Context: an optimization exercise on an open-source flow, tuned for small area. The choices shown serve that exercise and are no tape-out recipe. In this exercise RTL edits were held to simulation tests only and were not proved equivalent to the original.

== v6 ==
==> module FP_MUL, before the edit <==
module FP_MUL(
	input [16:0] opA_i, opB_i,
	input [9:0] mA_i,                   
	input [12:0] m3A_i,                 
	input [2:0] fA_i,                   
	output [15:0] MUL_o
);
	wire sA = opA_i[16], sB = opB_i[16];
	wire [5:0] qA = opA_i[15:10], qB = opB_i[15:10];
	wire sat  = fA_i[2] | (&qB);
	wire zero = fA_i[1] | ~(qB[5] | qB[4]);
	wire denA = fA_i[0];
	wire denB = ~qB[5] | ~(|qB[4:0]);
	wire sign = sA ^ sB;
	wire [12:0] nPh;
	MULR4 um(.x(mA_i), .nx(opA_i[9:0]), .nw(opB_i[9:0]), .x3(m3A_i), .np(nPh));
	wire [12:0] Ph = ~nPh;
	wire lzn = ~Ph[12];
	genvar i;
	wire [6:0] qs;
	wire [6:0] cq;
	HA_CELL hq(.a(qA[0]), .b(qB[0]), .s(qs[0]), .co(cq[1]));
	generate for (i = 1; i < 6; i = i + 1) begin : g_q
		FA_CELL fq(.a(qA[i]), .b(qB[i]), .c(cq[i]), .s(qs[i]), .co(cq[i+1]));
	end endgenerate
	assign qs[6] = cq[6];
	wire [7:0] K = {6'b101100, ~lzn, lzn};
	wire [7:0] qx = {1'b0, qs};
	wire [7:0] Ep;
	wire [8:0] ck;
	assign ck[0] = 1'b0;
	generate for (i = 0; i < 8; i = i + 1) begin : g_k
		assign Ep[i] = qx[i] ^ K[i] ^ ck[i];
		assign ck[i+1] = (qx[i] & K[i]) | (ck[i] & (qx[i] ^ K[i]));
	end endgenerate
	wire lz0 = ~denA & ~denB & Ph[12];
	wire Epos = ~Ep[7] & (|Ep[6:0]);
	wire Ege31 = ~Ep[7] & ((|Ep[6:5]) | (&Ep[4:0]));
	wire den = ~lz0 & ~Epos;
	wire [4:0] expo = lz0 ? (Ege31 ? 5'd31 : Ep[4:0]) : (Epos ? Ep[4:0] : 5'd0);
	wire [6:0] nq = ~qs;
	wire [6:0] k80 = 7'd81;
	wire [6:0] am;
	wire [7:0] ca;
	assign ca[0] = 1'b0;
	generate for (i = 0; i < 7; i = i + 1) begin : g_am
		assign am[i] = nq[i] ^ k80[i] ^ ca[i];
		assign ca[i+1] = (nq[i] & k80[i]) | (ca[i] & (nq[i] ^ k80[i]));
	end endgenerate
	wire big = |am[6:4];
	wire [3:0] amt = den ? (am[3:0] | {4{big}}) : {3'b000, Ph[12]};
	wire [12:0] r1 = amt[0] ? {1'b0, Ph[12:1]} : Ph;
	wire [12:0] r2 = amt[1] ? {2'b0, r1[12:2]} : r1;
	wire [12:0] r3 = amt[2] ? {4'b0, r2[12:4]} : r2;
	wire [11:0] r4 = amt[3] ? {4'b0, r3[12:8]} : r3[11:0];
	wire [11:0] D = r4;
	wire [10:0] X11 = D[11:1];
	wire rb = D[0];
	wire [11:0] T;
	wire [11:0] cr;
	assign cr[0] = rb;
	generate for (i = 0; i < 10; i = i + 1) begin : g_r
		HA_CELL hr(.a(X11[i]), .b(cr[i]), .s(T[i]), .co(cr[i+1]));
	end endgenerate
	assign T[10] = X11[10] ^ cr[10];
	assign T[11] = 1'b0;               
	wire ovf = rb & ~(|(X11 & T[10:0]));
	wire [9:0] Mo = ovf ? T[10:1] : T[9:0];
	assign MUL_o = sat ? 16'h7C00 : (zero ? {sign, 15'b0} : {sign, expo, Mo});
endmodule
==> module macrow4, before the edit <==
module macrow4(
	input clk, 
	input reset_n, 
	input enX, 
	input [3:0] enW, 
	input [15:0] X_i, W_i,
	output valid_o, 
	output [15:0] Y_o
);
	wire [15:0] xq, wq;
	FP_NORM nx(.in_i(X_i), .out_o(xq));
	FP_NORM nw(.in_i(W_i), .out_o(wq));
	wire [16:0] xn = {X_i[15], xq};
	wire [16:0] wn = {W_i[15], wq};
	reg [16:0] Xin;
	reg [16:0] W0, W1, W2, W3;
	reg [15:0] M0, M1, M2, M3;
	reg [15:0] S0, S1, S2, S3;
	reg [2:0] count;
	reg v1, v2;
	always @(posedge clk)
		if (enX) Xin <= xn;
	always @(posedge clk or negedge reset_n) begin
		if (~reset_n) begin
			W0 <= 17'd0;
			W1 <= 17'd0;
			W2 <= 17'd0;
			W3 <= 17'd0;
		end else begin
			case (enW)
				4'b0001: W0 <= wn;
				4'b0010: W1 <= wn;
				4'b0100: W2 <= wn;
				4'b1000: W3 <= wn;
				default: ;
			endcase
		end
	end
	wire [9:0] xm = ~Xin[9:0];
	wire [10:0] xa = {1'b1, xm};
	wire [12:0] x3;
	wire [11:0] c3;
	assign x3[0] = xa[0];
	HA_CELL h3(.a(xa[1]), .b(xa[0]), .s(x3[1]), .co(c3[2]));
	genvar g;
	generate for (g = 2; g < 10; g = g + 1) begin : g_x3
		FA_CELL f3(.a(xa[g]), .b(xa[g-1]), .c(c3[g]), .s(x3[g]), .co(c3[g+1]));
	end endgenerate
	assign x3[10] = ~(xa[9] ^ c3[10]);
	assign c3[11] = xa[9] | c3[10];
	assign x3[11] = ~c3[11];
	assign x3[12] = c3[11];
	wire [5:0] xqq = Xin[15:10];
	wire [2:0] xf = {&xqq, ~(xqq[5] | xqq[4]), ~xqq[5] | ~(|xqq[4:0])};
	wire [15:0] m0, m1, m2, m3, s0, s1, s2, s3;
	FP_MUL u1(.opA_i(Xin), .opB_i(W0), .mA_i(xm), .m3A_i(x3), .fA_i(xf), .MUL_o(m0));
	FP_MUL u2(.opA_i(Xin), .opB_i(W1), .mA_i(xm), .m3A_i(x3), .fA_i(xf), .MUL_o(m1));
	FP_MUL u3(.opA_i(Xin), .opB_i(W2), .mA_i(xm), .m3A_i(x3), .fA_i(xf), .MUL_o(m2));
	FP_MUL u4(.opA_i(Xin), .opB_i(W3), .mA_i(xm), .m3A_i(x3), .fA_i(xf), .MUL_o(m3));
	wire [4:0] e0 = M0[14:10];
	assign s0 = (&e0) ? 16'h7C00 : (|e0) ? M0 : {M0[15] & (|M0[9:0]), 14'b0, &M0[9:0]};
	FP_ADD  a2(.opA_i(M1), .opB_i(S0), .ADD_o(s1));
	FP_ADD  a3(.opA_i(M2), .opB_i(S1), .ADD_o(s2));
	FP_ADD  a4(.opA_i(M3), .opB_i(S2), .ADD_o(s3));
	always @(posedge clk) begin
		M0 <= m0;
		M1 <= m1;
		M2 <= m2;
		M3 <= m3;
		S0 <= s0;
		S1 <= s1;
		S2 <= s2;
		S3 <= s3;
	end
	always @(posedge clk or negedge reset_n) begin
		if (~reset_n) begin
			count <= 3'd0;
			v1 <= 1'b0;
			v2 <= 1'b0;
		end else begin
			if (enX && !count[2]) count <= count + 3'd1;
			v1 <= count[2];
			v2 <= v1;
		end
	end
	assign valid_o = v2;
	assign Y_o = S3;
endmodule
==> flow/config.mk <==
export PLATFORM = sky130hd
export DESIGN_NAME = macrow4
export DESIGN_NICKNAME = macrow4
export VERILOG_FILES = /design/flow/design.v
export SDC_FILE = /design/flow/constraint.sdc
export NUM_CORES = 4
export LEC_CHECK = 0
export ABC_AREA = 1
export CAP_MARGIN = 20
export CELL_PAD_IN_SITES_DETAIL_PLACEMENT = 1
export CELL_PAD_IN_SITES_GLOBAL_PLACEMENT = 1
export CORE_MARGIN = 2
export CORE_UTILIZATION = 40
export PLACE_DENSITY = 0.45
export SLEW_MARGIN = 20
export SYNTH_HIERARCHICAL = 1
==> flow/constraint.sdc <==
create_clock -name core_clock -period 24.0 [get_ports {clk}]
set_input_delay 4.8000 -clock core_clock [delete_from_list [all_inputs] [get_ports {clk}]]
set_output_delay 4.8000 -clock core_clock [all_outputs]
set_load 0.01 [all_outputs]
standard.sh (not shown) runs the stock make flow with config.mk's settings and CLKGATE_MAP_FILE= SYNTH_SCRIPT=/design/flow/synth_recipe.tcl, a recipe that flattens the netlist after the stock synthesis.
==> flow/flow/run.sh <==
#!/bin/bash
set -o pipefail
here=$(pwd)
cp standard.sh standard_sh.copy.log
rm -rf "$here/scripts_mod"
cp -r "$FLOW_HOME/scripts" "$here/scripts_mod"
cp "$here/flow/abc_area.script" "$here/scripts_mod/abc_area.script"
export SCRIPTS_DIR="$here/scripts_mod"
export BUFFER_PORTS_ARGS="-buffer_cell sky130_fd_sc_hd__buf_1"
export CTS_ARGS="-sink_clustering_enable -repair_clock_nets -dont_use_dummy_load -buf_list sky130_fd_sc_hd__clkbuf_16 -sink_clustering_size 26 -sink_clustering_max_diameter 100"
bash standard.sh > standard.log 2>&1
status=$?
cp -r orfs/logs tool_logs 2>/dev/null
exit $status
==> flow/flow/abc_area.script <==
strash
dc2
dch -f
amap
topo
For v7, these inputs were changed with respect to v6:
diff --git a/flow/design.v b/flow/design.v
--- a/flow/design.v
+++ b/flow/design.v
@@ -58,11 +58,10 @@
 	wire [9:0] m = nz ? M : {Msh[8:0], 1'b0};
 	assign out_o = {q, ~m};
 endmodule
 module FP_MUL(
 	input [16:0] opA_i, opB_i,
-	input [9:0] mA_i,                   
 	input [12:0] m3A_i,                 
 	input [2:0] fA_i,                   
 	output [15:0] MUL_o
 );
 	wire sA = opA_i[16], sB = opB_i[16];
@@ -71,11 +70,12 @@
 	wire zero = fA_i[1] | ~(qB[5] | qB[4]);
 	wire denA = fA_i[0];
 	wire denB = ~qB[5] | ~(|qB[4:0]);
 	wire sign = sA ^ sB;
 	wire [12:0] nPh;
-	MULR4 um(.x(mA_i), .nx(opA_i[9:0]), .nw(opB_i[9:0]), .x3(m3A_i), .np(nPh));
+	wire [9:0] mA = ~opA_i[9:0];
+	MULR4 um(.x(mA), .nx(opA_i[9:0]), .nw(opB_i[9:0]), .x3(m3A_i), .np(nPh));
 	wire [12:0] Ph = ~nPh;
 	wire lzn = ~Ph[12];
 	genvar i;
 	wire [6:0] qs;
 	wire [6:0] cq;
@@ -509,14 +509,14 @@
 	assign x3[11] = ~c3[11];
 	assign x3[12] = c3[11];
 	wire [5:0] xqq = Xin[15:10];
 	wire [2:0] xf = {&xqq, ~(xqq[5] | xqq[4]), ~xqq[5] | ~(|xqq[4:0])};
 	wire [15:0] m0, m1, m2, m3, s0, s1, s2, s3;
-	FP_MUL u1(.opA_i(Xin), .opB_i(W0), .mA_i(xm), .m3A_i(x3), .fA_i(xf), .MUL_o(m0));
-	FP_MUL u2(.opA_i(Xin), .opB_i(W1), .mA_i(xm), .m3A_i(x3), .fA_i(xf), .MUL_o(m1));
-	FP_MUL u3(.opA_i(Xin), .opB_i(W2), .mA_i(xm), .m3A_i(x3), .fA_i(xf), .MUL_o(m2));
-	FP_MUL u4(.opA_i(Xin), .opB_i(W3), .mA_i(xm), .m3A_i(x3), .fA_i(xf), .MUL_o(m3));
+	FP_MUL u1(.opA_i(Xin), .opB_i(W0), .m3A_i(x3), .fA_i(xf), .MUL_o(m0));
+	FP_MUL u2(.opA_i(Xin), .opB_i(W1), .m3A_i(x3), .fA_i(xf), .MUL_o(m1));
+	FP_MUL u3(.opA_i(Xin), .opB_i(W2), .m3A_i(x3), .fA_i(xf), .MUL_o(m2));
+	FP_MUL u4(.opA_i(Xin), .opB_i(W3), .m3A_i(x3), .fA_i(xf), .MUL_o(m3));
 	wire [4:0] e0 = M0[14:10];
 	assign s0 = (&e0) ? 16'h7C00 : (|e0) ? M0 : {M0[15] & (|M0[9:0]), 14'b0, &M0[9:0]};
 	FP_ADD  a2(.opA_i(M1), .opB_i(S0), .ADD_o(s1));
 	FP_ADD  a3(.opA_i(M2), .opB_i(S1), .ADD_o(s2));
 	FP_ADD  a4(.opA_i(M3), .opB_i(S2), .ADD_o(s3));
Notes after the runs:
- The flow did not stop early for v7: all stages ran, and the layout cleared the timing, design-rule and antenna checks.
- Summary of v7 over v6: via count has increased, met3 track demand over resource in global routing has increased, quantity of I/O buffers inserted on ports has remained practically unchanged.
- Looking at mean post-synth cell area across v6 and v7, the one that comes out higher is v6.
- Looking at delay contributed by the slowest stage of the critical path across v6 and v7, the one that comes out higher is v7.

[static timing again, ports no longer ideal]
No port has a modelled driver above. Below, the same layouts with a new extraction and two added sets of constraints.
Step 1: set_driving_cell puts a clkbuf_16 on clk and a buf_2 on each other input, an assumption about the parent block.
Step 2 times the ports against the registers' clock, not the clock port: input delays grow and output delays shrink by t, the midpoint of the rising clock arrivals with the driver on.
Slacks: ideal ports / drivers / drivers and shift; pairs: ideal ports / drivers.
run	t (ns)	setup slack, ns	worst hold slack (ns)	worst slew at a driven data input, ns	pins driven straight from the clock port
v6	0.589	3.557 / 3.557 / 3.557	0.355 / 0.355 / 0.355	0.06	1
v7	0.591	3.547 / 3.547 / 3.547	0.359 / 0.359 / 0.359	0.08	1
After both steps every run listed still meets setup and hold.
